Background: an optimization exercise with open tools, aiming at a short achievable clock period and few clock cycles per item. Do not read the settings as production practice.
In this exercise RTL edits were held to simulation tests only and were not proved equivalent to the original.
Power is estimated from default activity; no workload was simulated.

`design/flow/config.mk`:
```
export PLATFORM = sky130hd
export DESIGN_NAME = RV32core
export DESIGN_NICKNAME = RV32core
export VERILOG_FILES = /design/flow/design.v
export SDC_FILE = /design/flow/constraint.sdc
export NUM_CORES = 4
export LEC_CHECK = 0
export CAP_MARGIN = 20
export CORE_MARGIN = 2
export CORE_UTILIZATION = 30
export PLACE_DENSITY = 0.5
export SLEW_MARGIN = 20
export SYNTH_HIERARCHICAL = 1
```
`design/flow/constraint.sdc`:
```
create_clock -name core_clock -period 100.0 [get_ports {clk}]
set_input_delay 20.0000 -clock core_clock [delete_from_list [all_inputs] [get_ports {clk}]]
set_output_delay 20.0000 -clock core_clock [all_outputs]
set_load 0.01 [all_outputs]
```
`design/flow/design.v`:
```
`timescale 1ns / 1ps
module FU_div #(parameter LK = 2)(
    input clk,
    input rst,
    input start,             
    input[4:0] start_rd,
    input[63:0] start_ra,    
    input[31:0] start_d,     
    input[4-LK:0] start_cnt,    
    output reg busy,
    output fin,              
    output reg[4:0] rd,
    output[31:0] q
);
    reg[63:0] ra;
    reg[31:0] d;
    reg[4-LK:0] cnt;
    reg[63:0] t;
    reg[32:0] r33;
    reg[33:0] diff;
    integer i;
    always @* begin
        t = ra;
        for (i = 0; i < (1 << LK); i = i + 1) begin
            r33 = t[63:31];
            diff = {1'b0, r33} - {2'b0, d};
            if (!diff[33]) t = {diff[31:0], t[30:0], 1'b1};
            else t = {t[62:0], 1'b0};
        end
    end
    assign fin = busy & (cnt == 0);
    assign q = t[31:0];
    always @(posedge clk or posedge rst) begin
        if (rst) begin
            busy <= 1'b0;
            cnt <= 0;
            rd <= 5'd0;
        end else if (start) begin
            busy <= 1'b1;
            cnt <= start_cnt;
            rd <= start_rd;
        end else begin
            if (fin) busy <= 1'b0;
            cnt <= cnt - 1'b1;
        end
    end
    always @(posedge clk) begin
        if (start) begin
            ra <= start_ra;
            d <= start_d;
        end else begin
            ra <= t;
        end
    end
endmodule
`timescale 1ns / 1ps
module  RV32core(
        input clk,   
        input rst,   
        output[31:0] imem_addr,
        input[31:0] imem_data,
        output dmem_en,
        output dmem_we,
        output[31:0] dmem_addr,
        output[31:0] dmem_wdata,
        input[31:0] dmem_rdata,
        output wb_en,
        output[4:0] wb_rd,
        output[31:0] wb_data
    );
    reg[31:0] pc;            
    reg[31:0] ir, ir_pc;     
    reg ir_v;
    reg ir_pred;             
    reg p1_wen, p1_load;     
    reg[4:0] p1_rd;
    reg[31:0] p1_data;
    reg m_en, m_we;          
    reg[31:0] m_addr, m_wdata;
    reg w_en;                
    reg[4:0] w_rd;           
    reg[31:0] w_data;        
    reg[4:0] wi_rd;
    reg[31:0] wi_data;
    reg[31:0] pc_o;          
    reg[31:0] rf[1:31];      
    reg[31:1] rf_ok;
    assign imem_addr = pc_o;
    assign dmem_en = m_en;
    assign dmem_we = m_we;
    assign dmem_addr = m_addr;
    assign dmem_wdata = m_wdata;
    assign wb_en = w_en;
    assign wb_rd = w_rd;
    assign wb_data = w_data;
    wire[6:0] op = ir[6:0];
    wire[2:0] f3 = ir[14:12];
    wire[4:0] rd = ir[11:7];
    wire[4:0] rs1 = ir[19:15];
    wire[4:0] rs2 = ir[24:20];
    wire is_op    = op == 7'b0110011;
    wire is_opi   = op == 7'b0010011;
    wire is_lui   = op == 7'b0110111;
    wire is_auipc = op == 7'b0010111;
    wire is_load  = op == 7'b0000011;
    wire is_store = op == 7'b0100011;
    wire is_br    = op == 7'b1100011;
    wire is_jal   = op == 7'b1101111;
    wire is_jalr  = op == 7'b1100111;
    wire is_m     = is_op & ir[25];
    wire is_div   = is_m & f3[2];
    wire is_mul   = is_m & ~f3[2];
    wire use1 = is_op | is_opi | is_load | is_store | is_br | is_jalr;
    wire use2 = is_op | is_store | is_br;
    wire wrd  = (is_op | is_opi | is_lui | is_auipc | is_load | is_jal | is_jalr) & (rd != 5'd0);
    wire[31:0] imm_i = {{20{ir[31]}}, ir[31:20]};
    wire[31:0] imm_s = {{20{ir[31]}}, ir[31:25], ir[11:7]};
    wire[31:0] imm_b = {{20{ir[31]}}, ir[7], ir[30:25], ir[11:8], 1'b0};
    wire[31:0] imm_j = {{12{ir[31]}}, ir[19:12], ir[20], ir[30:21], 1'b0};
    wire[31:0] imm_u = {ir[31:12], 12'b0};
    wire[31:0] rf1 = ((rs1 == 5'd0) | ~rf_ok[rs1]) ? 32'd0 : rf[rs1];
    wire[31:0] rf2 = ((rs2 == 5'd0) | ~rf_ok[rs2]) ? 32'd0 : rf[rs2];
    wire[31:0] a = (p1_wen & (p1_rd == rs1)) ? p1_data :
                   (w_en & (wi_rd == rs1)) ? wi_data : rf1;
    wire[31:0] b = (p1_wen & (p1_rd == rs2)) ? p1_data :
                   (w_en & (wi_rd == rs2)) ? wi_data : rf2;
    wire d_busy, d_fin;
    wire[4:0] d_rd;
    wire[31:0] d_q;
    wire lu_haz = p1_wen & p1_load & ((use1 & (rs1 == p1_rd)) | (use2 & (rs2 == p1_rd)));
    wire d_wen = d_rd != 5'd0;
    wire dv_haz = d_busy & d_wen & ((use1 & (rs1 == d_rd)) | (use2 & (rs2 == d_rd)) | (wrd & (rd == d_rd)));
    wire ds_haz = is_div & d_busy & ~d_fin;
    wire dp_haz = d_fin & d_wen & wrd;
    wire stall = lu_haz | dv_haz | ds_haz | dp_haz;
    wire go = ir_v & ~stall;
    wire[31:0] opb = is_op ? b : imm_i;
    wire[4:0] sh = opb[4:0];
    wire sub = is_op & ir[30];
    wire[31:0] sum = sub ? a - opb : a + opb;
    wire ltu = a < opb;
    wire lts = (a[31] ^ opb[31]) ? a[31] : ltu;
    wire[63:0] sra = {{32{ir[30] & a[31]}}, a} >> sh;
    reg[31:0] alu;
    always @* begin
        case (f3)
            3'd0: alu = sum;
            3'd1: alu = a << sh;
            3'd2: alu = {31'd0, lts};
            3'd3: alu = {31'd0, ltu};
            3'd4: alu = a ^ opb;
            3'd5: alu = sra[31:0];
            3'd6: alu = a | opb;
            default: alu = a & opb;
        endcase
    end
    wire[31:0] mul = a * b;
    function [5:0] clz(input [31:0] v);
        integer k;
        begin
            clz = 6'd32;
            for (k = 0; k < 32; k = k + 1)
                if (v[k]) clz = 6'd31 - k;
        end
    endfunction
    wire dz = b == 32'd0;
    wire dlt = a < b;
    wire div_long = ~dz & ~dlt;
    wire[5:0] clz_a = clz(a);
    wire[5:0] clz_b = clz(b);
    wire[4:0] dsteps = clz_b[4:0] - clz_a[4:0];        
    localparam LK = 2;                                 
    wire[4-LK:0] dcnt = dsteps[4:LK];
    wire[4:0] dskip = {~dcnt, {LK{1'b0}}};             
    wire[63:0] dra = {32'd0, a} << dskip;
    wire[31:0] div_imm = dz ? 32'hFFFF_FFFF : 32'd0;
    wire b_ltu = a < b;
    wire b_lts = (a[31] ^ b[31]) ? a[31] : b_ltu;
    reg br_c;
    always @* begin
        case (f3)
            3'd0: br_c = a == b;
            3'd1: br_c = a != b;
            3'd4: br_c = b_lts;
            3'd5: br_c = ~b_lts;
            3'd6: br_c = b_ltu;
            default: br_c = ~b_ltu;
        endcase
    end
    wire taken = is_jal | is_jalr | (is_br & br_c);
    wire x_redir = go & (ir_pred ? (is_br & ~br_c) : taken);
    wire[31:0] jalr_t = a + imm_i;
    wire[31:0] target = is_jalr ? {jalr_t[31:1], 1'b0} : ir_pc + (is_jal ? imm_j : imm_b);
    wire[31:0] pc4 = ir_pc + 32'd4;
    wire[31:0] x_target = ir_pred ? pc4 : target;
    wire fetch_ok = ~x_redir & ~(ir_v & stall);
    wire[31:0] pc_early = x_redir ? x_target : fetch_ok ? pc + 32'd4 : pc;
    wire f_pred;
    wire[31:0] pc_next;
    FetchPD fpd(.fi(imem_data), .pc(pc), .pc_early(pc_early), .en(fetch_ok),
        .pc_next(pc_next), .pred(f_pred));
    reg[31:0] res;
    always @* begin
        if (is_lui) res = imm_u;
        else if (is_auipc) res = ir_pc + imm_u;
        else if (is_jal | is_jalr) res = pc4;
        else if (is_mul) res = mul;
        else if (is_div) res = div_imm;
        else res = alu;
    end
    wire[31:0] ea = a + (is_store ? imm_s : imm_i);
    wire x_wen = go & wrd & ~(is_div & div_long);
    wire d_out = d_fin & d_wen;
    wire ent_v = x_wen | d_out;
    wire ent_load = x_wen & is_load;
    wire[4:0] ent_rd = x_wen ? rd : d_rd;
    wire[31:0] ent_data = x_wen ? res : d_q;
    FU_div #(.LK(LK)) du(.clk(clk), .rst(rst),
        .start(go & is_div & div_long), .start_rd(rd), .start_ra(dra), .start_d(b),
        .start_cnt(dcnt),
        .busy(d_busy), .fin(d_fin), .rd(d_rd), .q(d_q));
    wire w_en_n = p1_wen | (ent_v & ~ent_load);
    wire[4:0] w_rd_n = p1_wen ? p1_rd : ent_rd;
    wire[31:0] w_data_n = (p1_wen & p1_load) ? dmem_rdata : p1_wen ? p1_data : ent_data;
    always @(posedge clk or posedge rst) begin
        if (rst) begin
            pc_o <= 32'd0;
            ir_v <= 1'b0;
            ir_pred <= 1'b0;
            p1_wen <= 1'b0;
            p1_load <= 1'b0;
            m_en <= 1'b0;
            m_we <= 1'b0;
            w_en <= 1'b0;
        end else begin
            pc_o <= pc_next;
            if (x_redir) begin
                ir_v <= 1'b0;
                ir_pred <= 1'b0;
            end else if (~(ir_v & stall)) begin
                ir_v <= 1'b1;
                ir_pred <= f_pred;
            end
            if (p1_wen | ent_load) begin
                p1_wen <= ent_v;
                p1_load <= ent_load;
            end else begin
                p1_wen <= 1'b0;
                p1_load <= 1'b0;
            end
            m_en <= go & (is_load | is_store);
            m_we <= go & is_store;
            w_en <= w_en_n;
        end
    end
    always @(posedge clk) begin
        pc <= rst ? 32'd0 : pc_next;
    end
    always @(posedge clk) begin
        if (~(ir_v & stall)) begin
            ir <= imem_data;
            ir_pc <= pc;
        end
        p1_rd <= ent_rd;
        p1_data <= ent_data;
        m_addr <= ea;
        m_wdata <= b;
        w_rd <= w_rd_n;
        w_data <= w_data_n;
        if (w_en_n) begin
            wi_rd <= w_rd_n;
            wi_data <= w_data_n;
        end
    end
    always @(posedge clk or posedge rst) begin
        if (rst) rf_ok <= 31'd0;
        else if (w_en) rf_ok[wi_rd] <= 1'b1;
    end
    always @(posedge clk) begin
        if (w_en) rf[wi_rd] <= wi_data;
    end
endmodule
module FetchPD(
    input[31:0] fi,          
    input[31:0] pc,          
    input[31:0] pc_early,    
    input en,                
    output[31:0] pc_next,
    output pred
);
    wire f_jal = fi[6:0] == 7'b1101111;
    wire f_jalr0 = (fi[6:0] == 7'b1100111) & (fi[19:15] == 5'd0);
    wire f_br = fi[6:0] == 7'b1100011;
    wire[11:1] imm_j = {fi[20], fi[30:21]};                  
    wire[11:1] imm_b = {fi[7], fi[30:25], fi[11:8]};         
    wire j_short = fi[19:12] == {8{fi[31]}};                 
    wire[11:0] sj = {1'b0, pc[11:1]} + {1'b0, imm_j};
    wire[11:0] sb = {1'b0, pc[11:1]} + {1'b0, imm_b};
    wire j_ok = j_short & (sj[11] == fi[31]);
    wire b_ok = sb[11] == fi[31];
    assign pred = (f_jal & j_ok) | f_jalr0 | (f_br & fi[31] & b_ok);
    wire[31:0] ta = {{20{fi[31]}}, fi[31:21], 1'b0};
    wire[31:0] target = f_jalr0 ? ta : {pc[31:12], f_jal ? sj[10:0] : sb[10:0], 1'b0};
    assign pc_next = (en & pred) ? target : pc_early;
endmodule
```
`design/flow/run.sh`:
```
#!/bin/bash
# synth_recipe.tcl (not shown) runs the flow's synth.tcl, then flattens the netlist and writes it again
# the make line also repeats each setting of config.mk as NAME=value (left out here)
make -C /OpenROAD-flow-scripts/flow DESIGN_CONFIG=/design/flow/config.mk WORK_HOME=/design/flow/orfs CLKGATE_MAP_FILE= SYNTH_SCRIPT=/design/flow/synth_recipe.tcl finish
```
==> impl_metrics.csv, run 1 <==
group,metric,value,unit
timing,timing.final.hold_violations,0,
clock_tree,cts_buffer_depth,4,
timing,max_freq,43.7,MHz
clock_tree,cts_tree,"yes",
route,wire_per_inst,34.1,um
global_routing,grtUsageTotal,27.8,%
clock_tree,hold_buffers,0,
yosys,ys_ff_latch,1448,
timing,max-slew-margin-rel,10.9,%
status,outcome,"timing/DRC/antenna clean",
yosys,synthSimpleGateAreaFrac,11.3,%
floorplanning,ios,202,
route,drc,0,
floorplanning,fp-row-count,220,
setup_path,cp-start-kind,"primary input",
power,ir_drop,68.7,uV
global_routing,grt_max_degree,86,
power,powerDensity,28.0,nW/um^2
place,gp_congestion,1.05,
clock_tree,htree_levels,4,
setup_path,cp-end-kind,"register",
power,p_leak,47.2,nW
clock_tree,cts-resized-gates,0,
yosys,seq_area_frac_synth,37.5,%
place,port_buffers,201,
yosys,synth_area_per_cell,10.5,um^2
cells_and_area,final_cells,15342,
clock_tree,numCtsBuffers,175,
route,viasPerCell,5.99,
clock_tree,clock_sinks,1448,
route,ant_nets,0,
route,dr_total_vias,91826,
cells_and_area,fin_nets,11416,
setup_path,critPathRequiredTime,100770,ps
power,switching_share,44.6,%
timing,rsz0062_at_grt,"no",
yosys,synth_compound_area_share,14.7,%
setup_path,cp.arrival,23660,ps
global_routing,met1_usage,35.8,%
floorplanning,die_area,366000,um^2
yosys,netlist_area,108000,um^2
timing,tns,0,ps
power,seq_power_share,22.1,%
global_routing,grt.busiest_layer,"met2",
timing,skew,85.4,ps
setup_path,crit_type,"in2reg",
yosys,synthXorXnorAreaFrac,3.34,%
yosys,synth_adder_area_share,13.7,%
job,max-cap-violations,0,
power,p_clk_share,19.0,%
global_routing,grt_pass1_wl,716,mm
yosys,dominantRegCellSynth,"edfxtp_1",
cells_and_area,syn_to_final_growth,13.0,%
power,pwr-share-comb,58.9,%
global_routing,grt_use_met3,5.97,%
floorplanning,die_w,605,um
clock_tree,post_cts_buffers,0,
power,total_power,0.00343,W
yosys,netlist_instances,10357,
global_routing,grt_pass1_vias,89465,
setup_path,crit_fanout,28,
place,dp_cells,15004,
yosys,async_reset_ff_share,5.46,%
floorplanning,die_h,605,um
worst_hold_path,hold_class,"reg2reg",
floorplanning,start_util,30.2,%
route,dr.pass1.iters,8,
clock_tree,clkTransAtPathRegs,60,ps
clock_tree,cts_root_buf,"clkbuf_16",
timing,period_needed,22880,ps
timing,finalSetupViolations,0,
yosys,ys_types,119,
global_routing,grt_use_met2,43.0,%
yosys,synth_top_family_by_area,"compound AO/OA/AOI/OAI gates",
place,dp_hpwl,378,mm
power,p_int,0.00190,W
clock_tree,clkLatencyLatePin,920,ps
timing,period_share,22.9,%
global_routing,grt_antenna_before_repair,35,
power,p_switching,0.00153,W
cells_and_area,final_core_util,34.1,%
route,drtIter0Drc,12063,
timing,slew_violations,0,
yosys,yosys_warnings,8,
yosys,synth_edf_count,1125,
cells_and_area,drive_above_1_share,12.9,%
global_routing,overflow,0,
floorplanning,core,359000,um^2
yosys,synth.area.mux_share,13.9,%
route,postRouteWirelength,524,mm
timing,worst-slew-pin-transition,1330,ps
[logic make-up after synthesis]
family | after synthesis
AND/OR/NAND/NOR | 2692
AO/OA/AOI/OAI | 2404
flip-flops | 1448
buffers and inverters | 1438
multiplexers | 1031
adder cells (fa/ha/maj) | 937
XOR/XNOR | 406
other | 1
[sequential cells by signal, summed over array words and instances (netlist names), 5 cells and up, named ones only]
register,cells
du.ra,64
wi_data,32
w_data,32
pc,32
pc_o,32
p1_rd,5
p1_data,32
rf,992
wi_rd,5
w_rd,5
m_addr,32
du.d,32
rf_ok,31
m_wdata,32
du.rd,5
ir,32
ir_pc,32
[layout make-up]
class	count	area, um^2
inverter	743	2790
antenna	15	37.5
timing repair buffer	571	4910
sequential	1448	40700
fill	36068	237000
clock buffer	223	4790
tap	4773	5970
multi-input combinational	7474	62300
clock inverter	95	967
[path summary, 6_finish.rpt]
| check | startpoint | endpoint | slack, ps | cells past startpoint |
|---|---|---|---|---|
| setup reg to reg | du.d[1] | wi_data[0] | 83650 | 52 |
| setup / recovery | imem_data[27] | pc[22] | 77120 | 10 |
| min in group asynchronous | rst | ir_v | 19630 | 3 |
| hold / removal | pc[0] | ir_pc[0] | 470 | 0 |
| hold reg to reg | pc[0] | ir_pc[0] | 470 | 0 |
| max in group asynchronous | rst | ir_pred | 79120 | 4 |
[Yosys cell counts (112+ instances only)]
master / instances / area (um^2)
edfxtp_1: 1125 / 33800
nor2_1: 877 / 3290
nand2_1: 866 / 3250
inv_1: 702 / 2640
a21oi_1: 579 / 2900
ha_1: 517 / 6470
mux2i_1: 504 / 5040
o21ai_0: 504 / 2520
fa_1: 420 / 8410
clkbuf_1: 387 / 1450
mux4_2: 362 / 8150
xnor2_1: 268 / 2350
dfxtp_1: 244 / 4880
nand3_1: 209 / 1050
nor3_1: 172 / 861
mux2_2: 157 / 1770
buf_2: 151 / 756
a211oi_1: 135 / 1010
a21o_1: 135 / 1010
xor2_1: 133 / 1160
a22oi_1: 112 / 841
[through the flow]
stage	cell area (um^2)	worst slack (ps)	hold WS (ps)
global placement	116000	76220	472
floorplan	108000	77620	408
CTS	122000	77190	464
global route	122000	76940	481
detailed placement	117000	76240	450
finish	122000	77120	471
[modules after synthesis, one instance, submodules excluded, a selection]
module,times used,cell area [um^2],cells inside
RV32core,1,95600,8794
FetchPD,1,1620,245
[power groups by stage]
| stage | combinational [W] | clock [W] | sequential, W |
|---|---|---|---|
| after global placement | 0.00193 | 0 | 0.000769 |
| after CTS | 0.00199 | 0.000663 | 0.000756 |
| after detailed placement | 0.00198 | 0 | 0.000768 |
| after global routing | 0.00219 | 0.000686 | 0.000755 |
| after floorplan | 0.00146 | 0 | 0.000739 |
| final | 0.00202 | 0.000653 | 0.000757 |
[critical path, stage by stage]
cell	delay [ps]
clkdlybuf4s50_1	460
ha_1	490
nand2_1	190
o21ai_0	490
a311oi_2	240
xor2_1	240
a32oi_4	490
buf_4	490
mux2_2	410
nor2b_1	130
[placed cells by master (no fill, tap or decap), types with 95 or more instances in the layout]
| cell | n |
|---|---|
| nor2_1 | 847 |
| ha_1 | 517 |
| o21ai_0 | 500 |
| xor2_1 | 133 |
| clkbuf_16 | 181 |
| buf_4 | 359 |
| a21o_1 | 135 |
| a22oi_1 | 112 |
| o211ai_1 | 102 |
| a211oi_1 | 135 |
| inv_1 | 696 |
| nor3_1 | 160 |
| dfxtp_1 | 236 |
| edfxtp_1 | 1125 |
| xnor2_1 | 268 |
| clkdlybuf4s50_1 | 201 |
| a21oi_1 | 579 |
| mux2i_1 | 504 |
| nor2b_1 | 95 |
| nand2_1 | 864 |
| fa_1 | 420 |
| nand3_1 | 209 |
| mux4_2 | 362 |
| mux2_2 | 157 |
| and3_1 | 95 |
[layer usage]
| layer | vias to the layer above | share of wire, % |
|---|---|---|
| li1 | 38133 | - |
| met1 | 47196 | 40 |
| met2 | 5255 | 44 |
| met3 | 1234 | 9.3 |
| met4 | 8 | 6.7 |
| met5 | - | 0.0099 |
Testbench counts, summed over its fixed seeds: cycles 38,698, instrs 35,431.
==> run 2: changes to the inputs <==
==> design/flow/flow/run.sh (new file) <==
#!/bin/bash
cp standard.sh standard_sh.txt
export SETUP_SLACK_MARGIN=78.5
export BUFFER_PORTS_ARGS="-buffer_cell sky130_fd_sc_hd__buf_4"
bash standard.sh > standard.log 2>&1
==> design/flow/standard.sh (new file) <==
#!/bin/bash
# synth_recipe.tcl (not shown) runs the flow's synth.tcl, then flattens the netlist and writes it again
# the make line also repeats each setting of config.mk as NAME=value (left out here)
make -C /OpenROAD-flow-scripts/flow DESIGN_CONFIG=/design/flow/config.mk WORK_HOME=/design/flow/orfs CLKGATE_MAP_FILE= SYNTH_SCRIPT=/design/flow/synth_recipe.tcl "${@:-finish}"
removed: design/flow/run.sh
==> run 2 against run 1 <==
Effect of this change:
- clock skew increased by 33 ps
- register-to-register slack got worse by 60 ps
- worst hold slack got worse by 18 ps
- highest routed layer unchanged
- die area unchanged
==> impl_metrics.csv, run 2 <==
group,metric,value,unit
setup_path,critPathRequiredTime,100750,ps
yosys,yosysMostFrequentCell,"edfxtp_1",
cells_and_area,fin_nets,11415,
worst_hold_path,hold_class,"reg2reg",
floorplanning,ios,202,
clock_tree,clkTransAtPathRegs,60,ps
clock_tree,hold_buffers,0,
yosys,seq_area_frac_synth,37.5,%
route,dr.pass1.iters,11,
clock_tree,htree_levels,4,
yosys,synth.area.mux_share,13.9,%
yosys,synth_edf_count,1125,
yosys,netlist_area,108000,um^2
timing,tns,0,ps
setup_path,path_delay_family,"compound AO/OA/AOI/OAI gates",
place,dp_cells,14981,
yosys,synth_adder_area_share,13.7,%
floorplanning,die_h,605,um
timing,max-slew-margin-rel,9.00,%
cells_and_area,regMostFlops,"rf",
setup_path,crit_type,"in2reg",
global_routing,grt_max_degree,97,
global_routing,grt.busiest_layer,"met2",
timing,timing.final.hold_violations,0,
cells_and_area,drive_above_1_share,15.0,%
floorplanning,core,359000,um^2
cells_and_area,mostFrequentLayoutCells,"edfxtp_1 (1,125), nand2_1 (863), nor2_1 (847)",
route,wire_per_inst,34.3,um
route,viasPerCell,5.96,
clock_tree,numCtsBuffers,174,
timing,max_freq,45.9,MHz
global_routing,overflow,0,
yosys,async_reset_ff_share,5.46,%
place,dp_hpwl,374,mm
route,drtIter0Drc,12348,
timing,rsz0062_at_grt,"yes",
yosys,synth_area_leader_cell,"edfxtp_1",
route,postRouteWirelength,527,mm
setup_path,cp.arrival,22560,ps
cells_and_area,n_fill_cell,36032,
timing,finalSetupViolations,0,
clock_tree,clock_sinks,1448,
timing,period_share,21.8,%
yosys,synth_top_family_by_area,"compound AO/OA/AOI/OAI gates",
setup_path,cpMaxStageDelayCell,"a2111o_1",
setup_path,crit_chain,"buf_8 -> ha_4 -> a2111o_1 -> a21o_1 -> a311oi_2 -> xor2_2 -> a32oi_4 -> buf_6 -> buf_12 -> buf_16 -> mux2_4 -> nor2b_1",
job,max-cap-violations,0,
yosys,ys_types,119,
yosys,ys_ff_latch,1448,
global_routing,grt_use_met2,43.3,%
timing,slew_violations,0,
clock_tree,clkLatencyLatePin,950,ps
power,p_leak,47.5,nW
cells_and_area,final_cells,15348,
global_routing,grt_pass1_vias,89534,
global_routing,grt_antenna_before_repair,50,
global_routing,grtUsageTotal,28.0,%
cells_and_area,largest_reg_flops,992,
route,drc,0,
clock_tree,cts_tree,"yes",
yosys,yosys_warnings,8,
yosys,ys_top_cells_by_area,"edfxtp_1 (31%), fa_1 (7.8%), mux4_2 (7.5%)",
cells_and_area,largestRegisters,"rf: 992 flops, du.ra: 64 flops",
yosys,synth_area_per_cell,10.5,um^2
global_routing,met1_usage,36.1,%
yosys,synth_compound_area_share,14.7,%
yosys,synthXorXnorAreaFrac,3.34,%
setup_path,crit_fanout,6,
yosys,synthSimpleGateAreaFrac,11.3,%
route,ant_nets,0,
timing,period_needed,21800,ps
yosys,ys_top_cells_by_count,"edfxtp_1 (1,125), nor2_1 (877), nand2_1 (866), inv_1 (702), a21oi_1 (579)",
global_routing,grt_pass1_wl,723,mm
setup_path,critPathBufInv,4,
yosys,yosys.area.top_type_share,31.2,%
clock_tree,cts_root_buf,"clkbuf_16",
setup_path,slowest_delay,380,ps
route,dr_total_vias,91463,
floorplanning,fp-row-count,220,
cells_and_area,syn_to_final_growth,13.0,%
setup_path,cp-start-kind,"primary input",
timing,skew,118,ps
floorplanning,die_w,605,um
place,gp_congestion,1.07,
setup_path,cp-end-kind,"register",
yosys,netlist_instances,10357,
power,ir_drop,119,uV
power,powerDensity,28.0,nW/um^2
place,port_buffers,201,
floorplanning,start_util,30.2,%
timing,worst-slew-pin-transition,1350,ps
clock_tree,cts_buffer_depth,4,
global_routing,grt_use_met3,5.99,%
floorplanning,die_area,366000,um^2
yosys,dominantRegCellSynth,"edfxtp_1",
status,outcome,"timing/DRC/antenna clean",
cells_and_area,layout_commonest_cell,"edfxtp_1",
[run 2: changes by cell type in the layout (fill, tap and decap cells not counted), sizes merged]
cell           previous run  this run
clkdlybuf4s50           201         0
buf                     370       570
clkbuf                  223       212
diode                    15        25
inv                     728       733
clkdlybuf4s18             0         1
clkinv                   87        88
clkinvlp                  8         9
[run 2: power breakdown]
part,internal [W],switching [W]
clock,0.000374,0.000278
sequential,0.000705,0.0000557
combinational,0.000812,0.00120
[run 2: per-module statistics from Yosys, one instance, submodules excluded, a selection]
module / copies in the design / cell area, um^2 / cells inside
FetchPD: 1 / 1620 / 245
RV32core: 1 / 95600 / 8794
[run 2: repair_timing]
item | in CTS | in global routing
endpoints found under the setup margin | 72 | 61
gates cloned | 3 | 0
pin swaps | 3 | 2
resized for setup | 61 | 10
setup buffers | 15 | 7
[run 2: cells by family after synthesis]
logic type      Yosys count
flops                  1448
xor+xnor                406
buf+inv                1438
fa+ha+maj               937
other cells               1
mux                    1031
simple gates           2692
compound gates         2404
[run 2: path summary, 6_finish.rpt]
kind                       depth (start not counted)  slack [ps]    endpoint          start
setup / recovery                                  12       78200      pc[13]  imem_data[27]
hold / removal                                     1         450   du.ra[12]       du.ra[8]
setup reg to reg                                  52       83590  wi_data[0]        du.d[1]
hold reg to reg                                    1         450   du.ra[12]       du.ra[8]
max in group asynchronous                          3       79730        w_en            rst
min in group asynchronous                          2       19250      p1_wen            rst
[run 2: layout make-up]
| type | count | area (um^2) | share of cell area, % |
|---|---|---|---|
| Timing Repair Buffer | 571 | 4600 | 3.76 |
| Sequential cell | 1448 | 40700 | 33.2 |
| Antenna cell | 25 | 62.6 | 0.0511 |
| Inverter | 743 | 2790 | 2.28 |
| Clock inverter | 102 | 1080 | 0.886 |
| Tap cell | 4773 | 5970 | 4.88 |
| Multi-Input combinational cell | 7474 | 62500 | 51.1 |
| Clock buffer | 212 | 4670 | 3.82 |
[run 2: per-layer routing]
layer | vias up | routed length [um]
li1 | 38130 | -
met1 | 46737 | 208000
met2 | 5268 | 232000
met3 | 1306 | 49000
met4 | 22 | 36800
met5 | - | 148
[run 2: stage by stage]
stage	instance area, um^2	hold slack [ps]	worst slack, ps	total power [W]	utilization (%)
after global placement	116000	436	76490	0.00272	32.3
after floorplan	108000	408	77710	0.00220	-
after CTS	122000	455	78250	0.00341	34.0
after global routing	122000	466	78110	0.00364	34.1
after detailed placement	116000	441	76540	0.00274	32.3
final	122000	453	78200	0.00342	34.1
==> run 3: changes to the inputs <==
--- a/design/flow/design.v
+++ b/design/flow/design.v
@@ -82,10 +82,9 @@
     reg[31:0] w_data;        
     reg[4:0] wi_rd;
     reg[31:0] wi_data;
-    reg[31:0] pc_o;          
     reg[31:0] rf[1:31];      
     reg[31:1] rf_ok;
-    assign imem_addr = pc_o;
+    assign imem_addr = pc;
     assign dmem_en = m_en;
     assign dmem_we = m_we;
     assign dmem_addr = m_addr;
@@ -188,16 +187,18 @@
         endcase
     end
     wire taken = is_jal | is_jalr | (is_br & br_c);
-    wire x_redir = go & (ir_pred ? (is_br & ~br_c) : taken);
+    wire x_redir = go & (ir_pred ? (~taken | (pc != target)) : taken);
     wire[31:0] jalr_t = a + imm_i;
     wire[31:0] target = is_jalr ? {jalr_t[31:1], 1'b0} : ir_pc + (is_jal ? imm_j : imm_b);
     wire[31:0] pc4 = ir_pc + 32'd4;
-    wire[31:0] x_target = ir_pred ? pc4 : target;
+    wire[31:0] x_target = taken ? target : pc4;
     wire fetch_ok = ~x_redir & ~(ir_v & stall);
     wire[31:0] pc_early = x_redir ? x_target : fetch_ok ? pc + 32'd4 : pc;
     wire f_pred;
     wire[31:0] pc_next;
+    wire xr_v = go & wrd & ~is_load & ~(is_div & div_long);
     FetchPD fpd(.fi(imem_data), .pc(pc), .pc_early(pc_early), .en(fetch_ok),
+        .xr_v(xr_v), .xr_rd(rd), .xr_zero(res == 32'd0), .xr_neg(res[31]),
         .pc_next(pc_next), .pred(f_pred));
     reg[31:0] res;
     always @* begin
@@ -224,7 +225,7 @@
     wire[31:0] w_data_n = (p1_wen & p1_load) ? dmem_rdata : p1_wen ? p1_data : ent_data;
     always @(posedge clk or posedge rst) begin
         if (rst) begin
-            pc_o <= 32'd0;
+            pc <= 32'd0;
             ir_v <= 1'b0;
             ir_pred <= 1'b0;
             p1_wen <= 1'b0;
@@ -233,7 +234,7 @@
             m_we <= 1'b0;
             w_en <= 1'b0;
         end else begin
-            pc_o <= pc_next;
+            pc <= pc_next;
             if (x_redir) begin
                 ir_v <= 1'b0;
                 ir_pred <= 1'b0;
@@ -254,9 +255,6 @@
         end
     end
     always @(posedge clk) begin
-        pc <= rst ? 32'd0 : pc_next;
-    end
-    always @(posedge clk) begin
         if (~(ir_v & stall)) begin
             ir <= imem_data;
             ir_pc <= pc;
@@ -285,6 +283,10 @@
     input[31:0] pc,          
     input[31:0] pc_early,    
     input en,                
+    input xr_v,              
+    input[4:0] xr_rd,        
+    input xr_zero,
+    input xr_neg,
     output[31:0] pc_next,
     output pred
 );
@@ -293,12 +295,22 @@
     wire f_br = fi[6:0] == 7'b1100011;
     wire[11:1] imm_j = {fi[20], fi[30:21]};                  
     wire[11:1] imm_b = {fi[7], fi[30:25], fi[11:8]};         
-    wire j_short = fi[19:12] == {8{fi[31]}};                 
-    wire[11:0] sj = {1'b0, pc[11:1]} + {1'b0, imm_j};
-    wire[11:0] sb = {1'b0, pc[11:1]} + {1'b0, imm_b};
-    wire j_ok = j_short & (sj[11] == fi[31]);
-    wire b_ok = sb[11] == fi[31];
-    assign pred = (f_jal & j_ok) | f_jalr0 | (f_br & fi[31] & b_ok);
+    wire[10:0] sj = pc[11:1] + imm_j;
+    wire[10:0] sb = pc[11:1] + imm_b;
+    wire er_hit = xr_v & (fi[24:20] == 5'd0) & (fi[19:15] == xr_rd);
+    reg er_taken;
+    always @* begin
+        case (fi[14:12])
+            3'd0: er_taken = xr_zero;
+            3'd1: er_taken = ~xr_zero;
+            3'd4: er_taken = xr_neg;
+            3'd5: er_taken = ~xr_neg;
+            3'd6: er_taken = 1'b0;
+            default: er_taken = 1'b1;
+        endcase
+    end
+    wire br_pred = er_hit ? er_taken : fi[31];
+    assign pred = f_jal | f_jalr0 | (f_br & br_pred);
     wire[31:0] ta = {{20{fi[31]}}, fi[31:21], 1'b0};
     wire[31:0] target = f_jalr0 ? ta : {pc[31:12], f_jal ? sj[10:0] : sb[10:0], 1'b0};
     assign pc_next = (en & pred) ? target : pc_early;
==> design/flow/flow/run.sh (replaced) <==
#!/bin/bash
cp standard.sh standard_sh.txt
export SETUP_SLACK_MARGIN=79.3
export BUFFER_PORTS_ARGS="-buffer_cell sky130_fd_sc_hd__buf_4"
bash standard.sh > standard.log 2>&1
==> run 3 against run 2 <==
Effect of this change:
- still clean
- critical path depth up 2
- critical endpoint is now pc[9]
- power up 0.76%
- sequential power about the same
- clock power down 3.4%
- setup slack better by 160 ps
- worst hold slack better by 40 ps
- synthesized cell count up 1.1%
- fmax up 0.72%
- via count up 1.6%
- area after synthesis up 0.50%
- register-to-register slack worse by 140 ps
==> impl_metrics.csv, run 3 <==
group,metric,value,unit
timing,max-slew-margin-rel,7.04,%
cells_and_area,fin_nets,11592,
route,top_layer,"met5",
route,postRouteWirelength,551,mm
yosys,synth_top_family_by_area,"multiplexers",
yosys,synth_area_leader_cell,"edfxtp_1",
timing,period_needed,21650,ps
yosys,ys_types,146,
yosys,synth_edf_count,1125,
timing,slew_violations,0,
timing,tns,0,ps
cells_and_area,regMostFlops,"rf",
clock_tree,numCtsBuffers,171,
worst_hold_path,min-delay-start,"rf_ok[12]",
yosys,async_reset_ff_share,5.58,%
clock_tree,htree_levels,4,
job,max-cap-violations,0,
power,powerDensity,27.9,nW/um^2
place,gp_congestion,1.05,
yosys,dominantRegCellSynth,"edfxtp_1",
power,p_leak,48.3,nW
yosys,netlist_area,109000,um^2
yosys,ys_ff_latch,1416,
clock_tree,clock_sinks,1416,
clock_tree,cts_buffer_depth,4,
timing,skew,101,ps
timing,finalSetupViolations,0,
yosys,synth.area.mux_share,14.5,%
status,outcome,"timing/DRC/antenna clean",
yosys,seq_area_frac_synth,36.7,%
route,dr_wl_met3,52.3,mm
timing,worst-slew-pin-transition,1380,ps
yosys,synth_area_per_cell,10.4,um^2
cells_and_area,layout_commonest_cell,"edfxtp_1",
timing,max_freq,46.2,MHz
setup_path,crit_fanout,5,
route,wire_per_inst,35.4,um
yosys,ys_top_cells_by_count,"edfxtp_1 (1,125), nor2_1 (890), nand2_1 (831), mux2i_1 (783), inv_1 (689)",
clock_tree,cts_root_buf,"clkbuf_16",
timing,period_share,21.6,%
setup_path,cp-end-kind,"register",
global_routing,grt_antenna_before_repair,43,
route,drc,0,
route,dr_wl_met2,237,mm
yosys,synth_adder_area_share,13.6,%
setup_path,critPathRequiredTime,100760,ps
power,ir_drop,60.5,uV
power,total_power,0.00345,W
cells_and_area,largest_reg_flops,992,
floorplanning,fp-row-count,221,
clock_tree,clkLatencyLatePin,950,ps
route,dr_total_vias,92904,
yosys,netlist_instances,10471,
yosys,yosys.area.top_type_share,31.0,%
yosys,synthSimpleGateAreaFrac,11.5,%
route,viasPerCell,5.97,
global_routing,grt_pass1_vias,90216,
setup_path,crit_type,"in2reg",
cells_and_area,n_fill_cell,36416,
worst_hold_path,hold_class,"reg2reg",
cells_and_area,mostFrequentLayoutCells,"edfxtp_1 (1,125), nor2_1 (855), nand2_1 (828)",
global_routing,grt_max_degree,112,
cells_and_area,drive_above_1_share,15.9,%
global_routing,grt_pass1_wl,746,mm
floorplanning,die_area,368000,um^2
global_routing,grtUsageTotal,29.1,%
cells_and_area,largestRegisters,"rf: 992 flops, du.ra: 64 flops",
yosys,yosys_warnings,9,
floorplanning,core,362000,um^2
route,ant_nets,0,
cells_and_area,syn_to_final_growth,13.3,%
yosys,ys_top_cells_by_area,"edfxtp_1 (31%), fa_1 (7.7%), mux2i_1 (7.2%)",
route,dr.pass1.iters,9,
clock_tree,hold_buffers,0,
timing,rsz0062_at_grt,"yes",
timing,timing.final.hold_violations,0,
floorplanning,die_w,606,um
yosys,synthXorXnorAreaFrac,3.64,%
setup_path,critPathLaunch,"imem_data[4]",
floorplanning,ios,202,
clock_tree,clkTransAtPathRegs,60,ps
place,port_buffers,201,
floorplanning,start_util,30.1,%
setup_path,cp-start-kind,"primary input",
global_routing,overflow,0,
yosys,yosysMostFrequentCell,"edfxtp_1",
route,wl_met1,224,mm
yosys,synth_compound_area_share,14.3,%
clock_tree,cts_tree,"yes",
setup_path,cp.arrival,22410,ps
floorplanning,die_h,606,um
route,drtIter0Drc,12166,
place,dp_hpwl,393,mm
-- run 3: changes by cell type after synthesis, moves of 32 or more --
cell,change
mux2i_1,+279
mux4_2,-128
o22ai_1,+105
clkbuf_1,-96
xor2_1,+46
buf_4,+43
nand2_1,-35
o211ai_1,-35
dfxtp_1,-32
-- run 3: worst max-delay path, stage by stage --
cell and delay [ps]:
buf_6 90, nand4b_1 170, buf_6 150, nor2_4 100, buf_12 150, mux2_4 310
ha_4 200, fa_2 360, nand3_2 90, nand2_4 80, a31oi_4 180, xor2_1 160
o21ai_1 70, mux2_4 270
-- run 3: worst paths after layout --
path | slack [ps] | cells past startpoint | to
max in group asynchronous | 79570 | 3 | pc[11]
worst max-delay path | 78350 | 14 | pc[9]
worst max register to register | 83450 | 47 | pc[4]
worst min register to register | 490 | 1 | rf_ok[12]
worst min-delay path | 490 | 1 | rf_ok[12]
min in group asynchronous | 19140 | 2 | m_we
-- run 3: timing repair --
action / in CTS / in global routing
hold endpoints to repair: 0 / 0
endpoints found under the setup margin: 169 / 169
setup buffers: 51 / 3
gates resized for setup: 278 / 35
gates cloned: 3 / 0
pin swaps: 16 / 9
-- run 3: cell type report --
| type | count | area, um^2 | area share, % |
|---|---|---|---|
| timing repair buffer | 608 | 5320 | 4.31 |
| clock inverter | 86 | 763 | 0.619 |
| sequential | 1416 | 40200 | 32.6 |
| inverter | 724 | 2720 | 2.21 |
| clock buffer | 225 | 4700 | 3.81 |
| tap | 4794 | 6000 | 4.86 |
| multi-input combinational | 7675 | 63600 | 51.5 |
| antenna | 32 | 80.1 | 0.0649 |
-- run 3: Yosys stat by module, one instance, submodules excluded, excerpt --
| module | copies in the design | flops+latches | cells | area (um^2) |
|---|---|---|---|---|
| FetchPD | 1 | 0 | 207 | 1530 |
| RV32core | 1 | 1311 | 8946 | 96200 |
-- run 3: through the flow --
step	instance area (um^2)	hold slack (ps)	utilization, %	worst slack (ps)	cells
floorplan	109000	452	-	77840	10474
global placement	116000	471	32.2	77100	15155
detailed placement	116000	476	32.2	77120	15155
CTS	123000	495	34.0	78390	15520
global route	123000	517	34.1	78270	15532
finish	123000	493	34.1	78350	15560
-- run 3: power breakdown --
group,switching [W],internal (W),leakage (nW),total [W]
Clock,0.000270,0.000360,2.67,0.000630
Combinational,0.00123,0.000827,32.5,0.00206
Sequential,0.0000623,0.000700,13.1,0.000762
-- run 3: per-layer routing --
| metal | GRT usage [%] | up-vias |
|---|---|---|
| met5 | 0 | - |
| met4 | 16.9 | 8 |
| met3 | 6.32 | 1212 |
| met2 | 44.0 | 5509 |
| met1 | 38.3 | 47564 |
| li1 | - | 38611 |
-- run 3: kinds of logic after synthesis --
group	Yosys count
muxes	1226
xor gates and xnor gates	447
other	1
buffers and inverters	1386
DFF	1416
adders and majority gates	930
and+or+nand+nor	2694
AOI/OAI and AO/OA	2371
Testbench counts of run 3, summed over its fixed seeds: cycles 37,674, instrs 35,431.
==> run 4: changes to the inputs <==
--- a/design/flow/config.mk
+++ b/design/flow/config.mk
@@ -7,7 +7,7 @@
 export LEC_CHECK = 0
 export CAP_MARGIN = 20
 export CORE_MARGIN = 2
-export CORE_UTILIZATION = 30
-export PLACE_DENSITY = 0.5
+export CORE_UTILIZATION = 45
+export PLACE_DENSITY = 0.65
 export SLEW_MARGIN = 20
 export SYNTH_HIERARCHICAL = 1
==> run 4 against run 3 <==
Effect of this change:
- area after synthesis stayed put
- clock skew is 26 ps lower
- non-clock buffer count is 23 lower
- critical path type unchanged
- highest routed layer unchanged
==> impl_metrics.csv, run 4 <==
group,metric,value,unit
setup_path,crit_fanout,5,
place,port_buffers,201,
timing,timing.final.hold_violations,0,
setup_path,cp-end-kind,"register",
global_routing,grtUsageTotal,38.6,%
clock_tree,cts_tree,"yes",
place,gp_congestion,1.09,
route,dr_total_vias,93670,
clock_tree,hold_buffers,0,
floorplanning,fp-row-count,180,
place,dp_cells,13526,
cells_and_area,drive_above_1_share,15.6,%
cells_and_area,largestRegisters,"rf: 992 flops, du.ra: 64 flops",
timing,max-slew-margin-rel,16.1,%
yosys,ys_top_cells_by_count,"edfxtp_1 (1,125), nor2_1 (890), nand2_1 (831), mux2i_1 (783), inv_1 (689)",
timing,tns,0,ps
setup_path,rrSetupSlack,82990,ps
setup_path,r2r_start,"ir[20]",
floorplanning,core,241000,um^2
floorplanning,die_h,496,um
worst_hold_path,holdPathEnd,"du.ra[10]",
yosys,yosys_warnings,9,
cells_and_area,regMostFlops,"rf",
power,p_leak,47.9,nW
clock_tree,clkTransAtPathRegs,60,ps
power,ir_drop,59.0,uV
clock_tree,numCtsBuffers,156,
power,powerDensity,27.7,nW/um^2
yosys,netlist_instances,10471,
timing,rsz0062_at_grt,"yes",
yosys,ys_types,146,
global_routing,grt_pass1_vias,90238,
setup_path,crit_type,"in2reg",
yosys,seq_area_frac_synth,36.7,%
cells_and_area,mostFrequentLayoutCells,"edfxtp_1 (1,125), nor2_1 (854), nand2_1 (825)",
clock_tree,htree_levels,4,
route,dr.pass1.iters,10,
setup_path,worstRegToRegCells,48,
floorplanning,ios,202,
route,postRouteWirelength,486,mm
place,dpl_cell_area,114000,um^2
yosys,yosys.area.top_type_share,31.0,%
floorplanning,start_util,45.3,%
cells_and_area,largest_reg_flops,992,
timing,period_needed,21620,ps
setup_path,critPathRequiredTime,100730,ps
yosys,synth_area_leader_cell,"edfxtp_1",
floorplanning,die_area,246000,um^2
timing,skew,75.2,ps
setup_path,cp.arrival,22350,ps
cells_and_area,layout_commonest_cell,"edfxtp_1",
global_routing,grt_max_degree,113,
clock_tree,clkLatencyLatePin,880,ps
global_routing,grt_antenna_before_repair,32,
route,viasPerCell,6.75,
worst_hold_path,min-delay-start,"du.ra[6]",
yosys,dominantRegCellSynth,"edfxtp_1",
cells_and_area,syn_to_final_growth,10.8,%
clock_tree,cts_root_buf,"clkbuf_16",
yosys,ys_top_cells_by_area,"edfxtp_1 (31%), fa_1 (7.7%), mux2i_1 (7.2%)",
timing,whs,493,ps
yosys,ys_ff_latch,1416,
cells_and_area,final_cells,13884,
clock_tree,clock_sinks,1416,
timing,slew_violations,0,
job,max-cap-violations,0,
place,dp_hpwl,342,mm
setup_path,r2r-end,"pc[31]",
global_routing,grt_pass1_wl,676,mm
yosys,yosysMostFrequentCell,"edfxtp_1",
clock_tree,cts_buffer_depth,3,
global_routing,overflow,0,
cells_and_area,fin_nets,11554,
route,ant_nets,0,
timing,max_freq,46.3,MHz
setup_path,cp-start-kind,"primary input",
timing,finalWorstSetupSlack,78380,ps
route,wire_per_inst,35.0,um
timing,worst-slew-pin-transition,1250,ps
cells_and_area,final_area,121000,um^2
worst_hold_path,holdPathStages,1,
status,outcome,"timing/DRC/antenna clean",
yosys,synth_edf_count,1125,
yosys,netlist_area,109000,um^2
route,drc,0,
worst_hold_path,hold_class,"reg2reg",
timing,finalSetupViolations,0,
route,drtIter0Drc,13851,
yosys,synth_area_per_cell,10.4,um^2
yosys,async_reset_ff_share,5.58,%
place,place_worst_setup_slack,77090,ps
timing,period_share,21.6,%
floorplanning,die_w,496,um
[run 4: changes by cell type in the layout (fill, tap and decap cells not counted), sizes merged, moves of 2 or more]
cell / change
clkbuf: -27
buf: -22
diode: -20
clkinv: +10
bufinv: -5
clkinvlp: -2
[run 4: per-stage QoR]
| stage | utilization (%) | power, W |
|---|---|---|
| 2_1_floorplan | - | 0.00219 |
| 3_3_place_gp | 47.4 | 0.00263 |
| 3_5_place_dp | 47.4 | 0.00268 |
| 4_1_cts | 50.1 | 0.00328 |
| 5_1_grt | 50.1 | 0.00352 |
| 6_report | 50.1 | 0.00334 |
[run 4: layout make-up]
type                       instances  area (um^2)
fill                           21575       120000
multi-input combinational       7675        63600
tap                             3185         3990
antenna                           12         30.0
inverter                         724         2720
sequential                      1416        40200
timing repair buffer             585         4990
clock inverter                    88          930
clock buffer                     199         4150
[run 4: worst max-delay path by stage]
stage,startpoint,endpoint,slack [ps],depth (start not counted)
finish,imem_data[4],pc[9],78380,12
global route,imem_data[4],pc[9],78320,12
CTS,imem_data[4],pc[9],78420,12
detailed placement,imem_data[19],pc[11],77090,7
global placement,imem_data[19],pc[11],77090,7
floorplan,imem_data[4],pc[9],77840,11
[run 4: per-layer routing]
layer	vias up	global-route usage [%]	part of all wire [%]
met1	46700	49.9	37
li1	38455	-	-
met5	-	0	0.024
met4	18	23.4	7.4
met2	6850	56.8	42
met3	1647	11.6	13
[run 4: logic make-up after synthesis]
| logic type | after synthesis | share of synthesized area, % |
|---|---|---|
| xor gates and xnor gates | 447 | 3.64 |
| AOI/OAI and AO/OA | 2371 | 14.3 |
| buffers and inverters | 1386 | 5.74 |
| DFF | 1416 | 36.7 |
| adders and majority gates | 930 | 13.6 |
| other | 1 | 0.00344 |
| and+or+nand+nor | 2694 | 11.5 |
| muxes | 1226 | 14.5 |
[run 4: per-module statistics from Yosys (local to each module, per instance), a selection]
module | cells | flip-flops and latches | times used | cell area, um^2
RV32core | 8946 | 1311 | 1 | 96200
FetchPD | 207 | 0 | 1 | 1530
[run 4: repair_timing]
| action | 4_1_cts | 5_1_grt |
|---|---|---|
| gates resized for setup | 286 | 33 |
| pin swaps | 17 | 19 |
| cloned | 3 | 0 |
| buffers inserted | 47 | 8 |
| endpoints found under the setup margin | 169 | 169 |
[run 4: critical path, cell delays in order]
cell	delay [ps]
buf_6	90
nand4b_1	270
nor2_4	280
mux2_4	340
ha_4	160
fa_2	350
nand3_2	90
nand2_4	80
a31oi_4	180
xor2_1	150
o21ai_1	80
mux2_4	260
[run 4: power breakdown]
part	switching, W	total, W	internal (W)
Combinational	0.00118	0.00200	0.000820
Clock	0.000264	0.000579	0.000315
Sequential	0.0000585	0.000757	0.000699
==> run 5: changes to the inputs <==
--- a/design/flow/design.v
+++ b/design/flow/design.v
@@ -7,6 +7,7 @@
     input[63:0] start_ra,    
     input[31:0] start_d,     
     input[4-LK:0] start_cnt,    
+    input hold,              
     output reg busy,
     output fin,              
     output reg[4:0] rd,
@@ -15,6 +16,7 @@
     reg[63:0] ra;
     reg[31:0] d;
     reg[4-LK:0] cnt;
+    reg done;                
     reg[63:0] t;
     reg[32:0] r33;
     reg[33:0] diff;
@@ -28,19 +30,22 @@
             else t = {t[62:0], 1'b0};
         end
     end
-    assign fin = busy & (cnt == 0);
-    assign q = t[31:0];
+    assign fin = busy & ((cnt == 0) | done);
+    assign q = done ? ra[31:0] : t[31:0];
     always @(posedge clk or posedge rst) begin
         if (rst) begin
             busy <= 1'b0;
+            done <= 1'b0;
             cnt <= 0;
             rd <= 5'd0;
         end else if (start) begin
             busy <= 1'b1;
+            done <= 1'b0;
             cnt <= start_cnt;
             rd <= start_rd;
         end else begin
-            if (fin) busy <= 1'b0;
+            if (fin & ~hold) busy <= 1'b0;
+            done <= fin & hold;
             cnt <= cnt - 1'b1;
         end
     end
@@ -48,7 +53,7 @@
         if (start) begin
             ra <= start_ra;
             d <= start_d;
-        end else begin
+        end else if (~done) begin
             ra <= t;
         end
     end
@@ -130,8 +135,7 @@
     wire d_wen = d_rd != 5'd0;
     wire dv_haz = d_busy & d_wen & ((use1 & (rs1 == d_rd)) | (use2 & (rs2 == d_rd)) | (wrd & (rd == d_rd)));
     wire ds_haz = is_div & d_busy & ~d_fin;
-    wire dp_haz = d_fin & d_wen & wrd;
-    wire stall = lu_haz | dv_haz | ds_haz | dp_haz;
+    wire stall = lu_haz | dv_haz | ds_haz;
     wire go = ir_v & ~stall;
     wire[31:0] opb = is_op ? b : imm_i;
     wire[4:0] sh = opb[4:0];
@@ -211,21 +215,20 @@
     end
     wire[31:0] ea = a + (is_store ? imm_s : imm_i);
     wire x_wen = go & wrd & ~(is_div & div_long);
-    wire d_out = d_fin & d_wen;
+    wire d_out = d_fin & d_wen & ~x_wen;
     wire ent_v = x_wen | d_out;
     wire ent_load = x_wen & is_load;
     wire[4:0] ent_rd = x_wen ? rd : d_rd;
     wire[31:0] ent_data = x_wen ? res : d_q;
     FU_div #(.LK(LK)) du(.clk(clk), .rst(rst),
         .start(go & is_div & div_long), .start_rd(rd), .start_ra(dra), .start_d(b),
-        .start_cnt(dcnt),
+        .start_cnt(dcnt), .hold(x_wen & d_wen),
         .busy(d_busy), .fin(d_fin), .rd(d_rd), .q(d_q));
     wire w_en_n = p1_wen | (ent_v & ~ent_load);
     wire[4:0] w_rd_n = p1_wen ? p1_rd : ent_rd;
     wire[31:0] w_data_n = (p1_wen & p1_load) ? dmem_rdata : p1_wen ? p1_data : ent_data;
     always @(posedge clk or posedge rst) begin
         if (rst) begin
-            pc <= 32'd0;
             ir_v <= 1'b0;
             ir_pred <= 1'b0;
             p1_wen <= 1'b0;
@@ -234,7 +237,6 @@
             m_we <= 1'b0;
             w_en <= 1'b0;
         end else begin
-            pc <= pc_next;
             if (x_redir) begin
                 ir_v <= 1'b0;
                 ir_pred <= 1'b0;
@@ -255,6 +257,9 @@
         end
     end
     always @(posedge clk) begin
+        pc <= rst ? 32'd0 : pc_next;
+    end
+    always @(posedge clk) begin
         if (~(ir_v & stall)) begin
             ir <= imem_data;
             ir_pc <= pc;
@@ -312,6 +317,12 @@
     wire br_pred = er_hit ? er_taken : fi[31];
     assign pred = f_jal | f_jalr0 | (f_br & br_pred);
     wire[31:0] ta = {{20{fi[31]}}, fi[31:21], 1'b0};
-    wire[31:0] target = f_jalr0 ? ta : {pc[31:12], f_jal ? sj[10:0] : sb[10:0], 1'b0};
-    assign pc_next = (en & pred) ? target : pc_early;
+    wire sel_j = en & f_jal;
+    wire sel_a = en & f_jalr0;
+    wire sel_b = en & f_br & br_pred;
+    wire sel_e = ~(sel_j | sel_a | sel_b);
+    wire[31:0] tj = {pc[31:12], sj, 1'b0};
+    wire[31:0] tb = {pc[31:12], sb, 1'b0};
+    assign pc_next = ({32{sel_j}} & tj) | ({32{sel_b}} & tb) |
+                     ({32{sel_a}} & ta) | ({32{sel_e}} & pc_early);
 endmodule
--- a/design/flow/config.mk
+++ b/design/flow/config.mk
@@ -7,7 +7,7 @@
 export LEC_CHECK = 0
 export CAP_MARGIN = 20
 export CORE_MARGIN = 2
-export CORE_UTILIZATION = 45
-export PLACE_DENSITY = 0.65
+export CORE_UTILIZATION = 30
+export PLACE_DENSITY = 0.5
 export SLEW_MARGIN = 20
 export SYNTH_HIERARCHICAL = 1
==> run 5 against run 4 <==
Effect of this change:
- clock power rose by 11%
- via count down 3.0%
- area after synthesis grew 0.52%
- first-iteration DRC count shrank 21%
- synthesized cell count shrank 1.6%
- fmax is 0.99% higher
- critical path type is now reg2out
- critical endpoint is now imem_addr[3]
- highest routed layer unchanged
==> impl_metrics.csv, run 5 <==
group,metric,value,unit
status,outcome,"timing/DRC/antenna clean",
global_routing,grt_antenna_before_repair,36,
yosys,netlist_instances,10306,
cells_and_area,mostFrequentLayoutCells,"edfxtp_1 (1,189), nor2_1 (860), nand2_1 (802)",
timing,skew,75.8,ps
cells_and_area,layout_commonest_cell,"edfxtp_1",
timing,finalSetupViolations,0,
clock_tree,cts_tree,"yes",
setup_path,critPathLaunch,"pc[3]",
place,port_buffers,201,
route,viasPerCell,5.91,
floorplanning,die_area,370000,um^2
setup_path,slowest_delay,320,ps
yosys,ys_ff_latch,1417,
timing,tns,0,ps
setup_path,endpoint,"imem_addr[3]",
cells_and_area,syn_to_final_growth,14.3,%
yosys,dominantRegCellSynth,"edfxtp_1",
timing,timing.final.hold_violations,0,
clock_tree,clock_sinks,1417,
worst_hold_path,hold_class,"reg2reg",
worst_hold_path,holdPathStages,1,
clock_tree,htree_levels,4,
clock_tree,hold_buffers,0,
timing,max-slew-margin-rel,7.03,%
cells_and_area,regMostFlops,"rf",
yosys,async_reset_ff_share,3.39,%
cells_and_area,n_fill_cell,36247,
setup_path,cpMaxStageDelayCell,"dfxtp_2",
power,pwr-share-comb,61.6,%
yosys,yosys_warnings,9,
route,drtIter0Drc,10999,
setup_path,rrSetupSlack,83420,ps
yosys,synthSimpleGateAreaFrac,10.8,%
global_routing,grt_max_degree,96,
route,wire_per_inst,33.3,um
place,dp_cells,14986,
power,powerDensity,29.6,nW/um^2
yosys,ys_top_cells_by_area,"edfxtp_1 (33%), mux4_2 (8.4%), fa_1 (7.7%)",
global_routing,grt_pass1_vias,89930,
timing,rsz0062_at_grt,"yes",
yosys,synth_edf_count,1189,
setup_path,r2r_start,"ir[21]",
clock_tree,clkTransAtPathRegs,70,ps
yosys,synth_top_family_by_area,"compound AO/OA/AOI/OAI gates",
yosys,ys_types,119,
floorplanning,start_util,30.2,%
cells_and_area,largestRegisters,"rf: 992 flops, du.ra: 64 flops",
power,total_power,0.00369,W
yosys,synth_compound_area_share,14.8,%
global_routing,grtUsageTotal,26.8,%
yosys,synth_adder_area_share,13.6,%
setup_path,crit_type,"reg2out",
power,p_clk_share,17.4,%
yosys,ys_top_cells_by_count,"edfxtp_1 (1,189), nor2_1 (887), nand2_1 (815), inv_1 (738), a21oi_1 (559)",
yosys,synth_area_leader_cell,"edfxtp_1",
route,postRouteWirelength,512,mm
clock_tree,clkLatencyLatePin,910,ps
place,gp_congestion,1.01,
setup_path,crit_chain,"buf_12 -> buf_6",
timing,worst-slew-pin-transition,1390,ps
floorplanning,core,363000,um^2
setup_path,cp-end-kind,"output port",
route,dr_total_vias,90827,
timing,slew_violations,0,
yosys,seq_area_frac_synth,37.0,%
global_routing,overflow,0,
power,ir_drop,122,uV
yosys,synthXorXnorAreaFrac,3.72,%
yosys,yosysMostFrequentCell,"edfxtp_1",
setup_path,cp-start-kind,"register",
clock_tree,cts_root_buf,"clkbuf_16",
setup_path,cp.arrival,1410,ps
route,ant_nets,0,
power,p_switching,0.00168,W
yosys,yosys.area.top_type_share,32.6,%
place,dp_hpwl,361,mm
setup_path,critPathRequiredTime,80000,ps
cells_and_area,fin_nets,11434,
power,seq_power_share,21.0,%
power,switching_share,45.6,%
cells_and_area,largest_reg_flops,992,
floorplanning,fp-row-count,221,
timing,max_freq,46.7,MHz
power,p_int,0.00201,W
yosys,netlist_area,109000,um^2
cells_and_area,drive_above_1_share,18.3,%
timing,period_share,21.4,%
yosys,synth.area.mux_share,14.8,%
job,max-cap-violations,0,
route,dr.pass1.iters,8,
yosys,synth_area_per_cell,10.6,um^2
clock_tree,cts_buffer_depth,4,
cells_and_area,final_cells,15379,
floorplanning,die_w,608,um
power,p_leak,47.9,nW
floorplanning,die_h,608,um
global_routing,grt_pass1_wl,709,mm
floorplanning,ios,202,
clock_tree,numCtsBuffers,170,
timing,period_needed,21410,ps
route,drc,0,
timing,whs,491,ps
setup_path,worstRegToRegCells,48,
setup_path,r2r-end,"pc[28]",
setup_path,crit_fanout,2,
-- run 5: cell type report --
type	instances	area [um^2]	area share (%)
Antenna cell	17	42.5	0.0340
Clock inverter	103	1140	0.913
Clock buffer	204	4530	3.62
Sequential cell	1417	40800	32.6
Timing Repair Buffer	615	5430	4.34
Tap cell	4794	6000	4.80
Multi-Input combinational cell	7458	64200	51.4
Inverter	771	2890	2.31
-- run 5: kinds of logic (layout without fill, tap and decap cells) --
logic type,Yosys count,after routing
DFF,1417,1417
muxes,1077,1077
adders and majority gates,935,935
and+or+nand+nor,2593,2594
other,1,21
AOI/OAI and AO/OA,2386,2387
buffers and inverters,1436,1693
xor gates and xnor gates,461,461
-- run 5: routing by layer --
metal	vias to the layer above	GRT usage, %	wire length (um)	share of wire (%)
met5	-	0	35	0.0068
met4	6	14.0	30800	6.0
met3	999	4.70	42100	8.2
met2	4706	43.8	239000	47
met1	46675	33.9	200000	39
li1	38441	-	-	-
-- run 5: per-stage QoR --
stage / cell area [um^2] / setup slack, ps / util (%)
detailed placement: 118000 / 77560 / 32.4
finish: 125000 / 78590 / 34.5
global route: 125000 / 78590 / 34.5
global placement: 117000 / 77530 / 32.4
floorplan: 110000 / 78330 / -
CTS: 125000 / 78560 / 34.3
-- run 5: critical path, delay by kind of cell (launching register included) --
family | cells | cell delay, ps
buffers and inverters | 2 | 240
DFF | 1 | 320
-- run 5: power by group through the flow --
stage | Clock [W] | Sequential (W) | Combinational, W
after floorplan | 0 | 0.000768 | 0.00162
after global placement | 0 | 0.000787 | 0.00220
after detailed placement | 0 | 0.000787 | 0.00223
after CTS | 0.000653 | 0.000777 | 0.00225
after global routing | 0.000676 | 0.000777 | 0.00248
final | 0.000642 | 0.000777 | 0.00228
-- run 5: modules after synthesis, one instance, submodules excluded, excerpt --
module,times used,area [um^2]
RV32core,1,95600
FetchPD,1,1470
-- run 5: worst min path at each step --
| stage | endpoint | startpoint |
|---|---|---|
| 2_1_floorplan | du.cnt[0] | du.cnt[0] |
| 3_3_place_gp | du.cnt[0] | du.cnt[0] |
| 3_5_place_dp | rf_ok[29] | rf_ok[29] |
| 4_1_cts | du.cnt[0] | du.cnt[0] |
| 5_1_grt | rf_ok[29] | rf_ok[29] |
| 6_report | du.cnt[0] | du.cnt[0] |
-- run 5: what timing repair did --
action / 4_1_cts / 5_1_grt
setup buffers: 51 / 10
endpoints found under the setup margin: 168 / 169
pin swaps: 23 / 21
resized for setup: 313 / 62
gates cloned: 5 / 1
Testbench counts of run 5, summed over its fixed seeds: cycles 37,586, instrs 35,431.

[static timing again, ports no longer ideal]
The results above use ideal ports. As a check the final layouts listed here were re-extracted and re-timed, cells and wires unchanged.
Step 1, drivers: a clkbuf_16 drives clk and a buf_2 each remaining input, both assumed.
Step 2 adds t to the input delays and takes it off the output delays; t is the mean of the earliest and latest rising clock arrival at the registers after step 1. Input paths then give back, and output paths get back, about the clock's delay inside the block.
Three values: no drivers, after step 1, after step 2; two values: the first two.
| run | t (ns) | setup WS [ns] | worst hold slack (ns) | worst setup path after step 2 | worst slew at a driven data input, ns |
|---|---|---|---|---|---|
| run 1 | 0.972 | 77.116 / 77.150 / 76.178 | 0.471 / 0.471 / 0.471 | input to register | 0.23 |
| run 2 | 1.010 | 78.195 / 78.238 / 77.228 | 0.453 / 0.453 / 0.453 | input to register | 0.28 |
| run 3 | 1.014 | 78.352 / 78.363 / 77.415 | 0.493 / 0.493 / 0.493 | input to register | 0.10 |
| run 4 | 0.944 | 78.379 / 78.393 / 77.465 | 0.493 / 0.493 / 0.493 | input to register | 0.10 |
| run 5 | 0.977 | 78.591 / 78.484 / 77.796 | 0.491 / 0.491 / 0.491 | input to register | 0.11 |
After both steps every run listed still meets setup and hold. The setup slack of run 2, which loses most, moves by +0.043 ns with the drivers and by -0.967 ns with both steps.
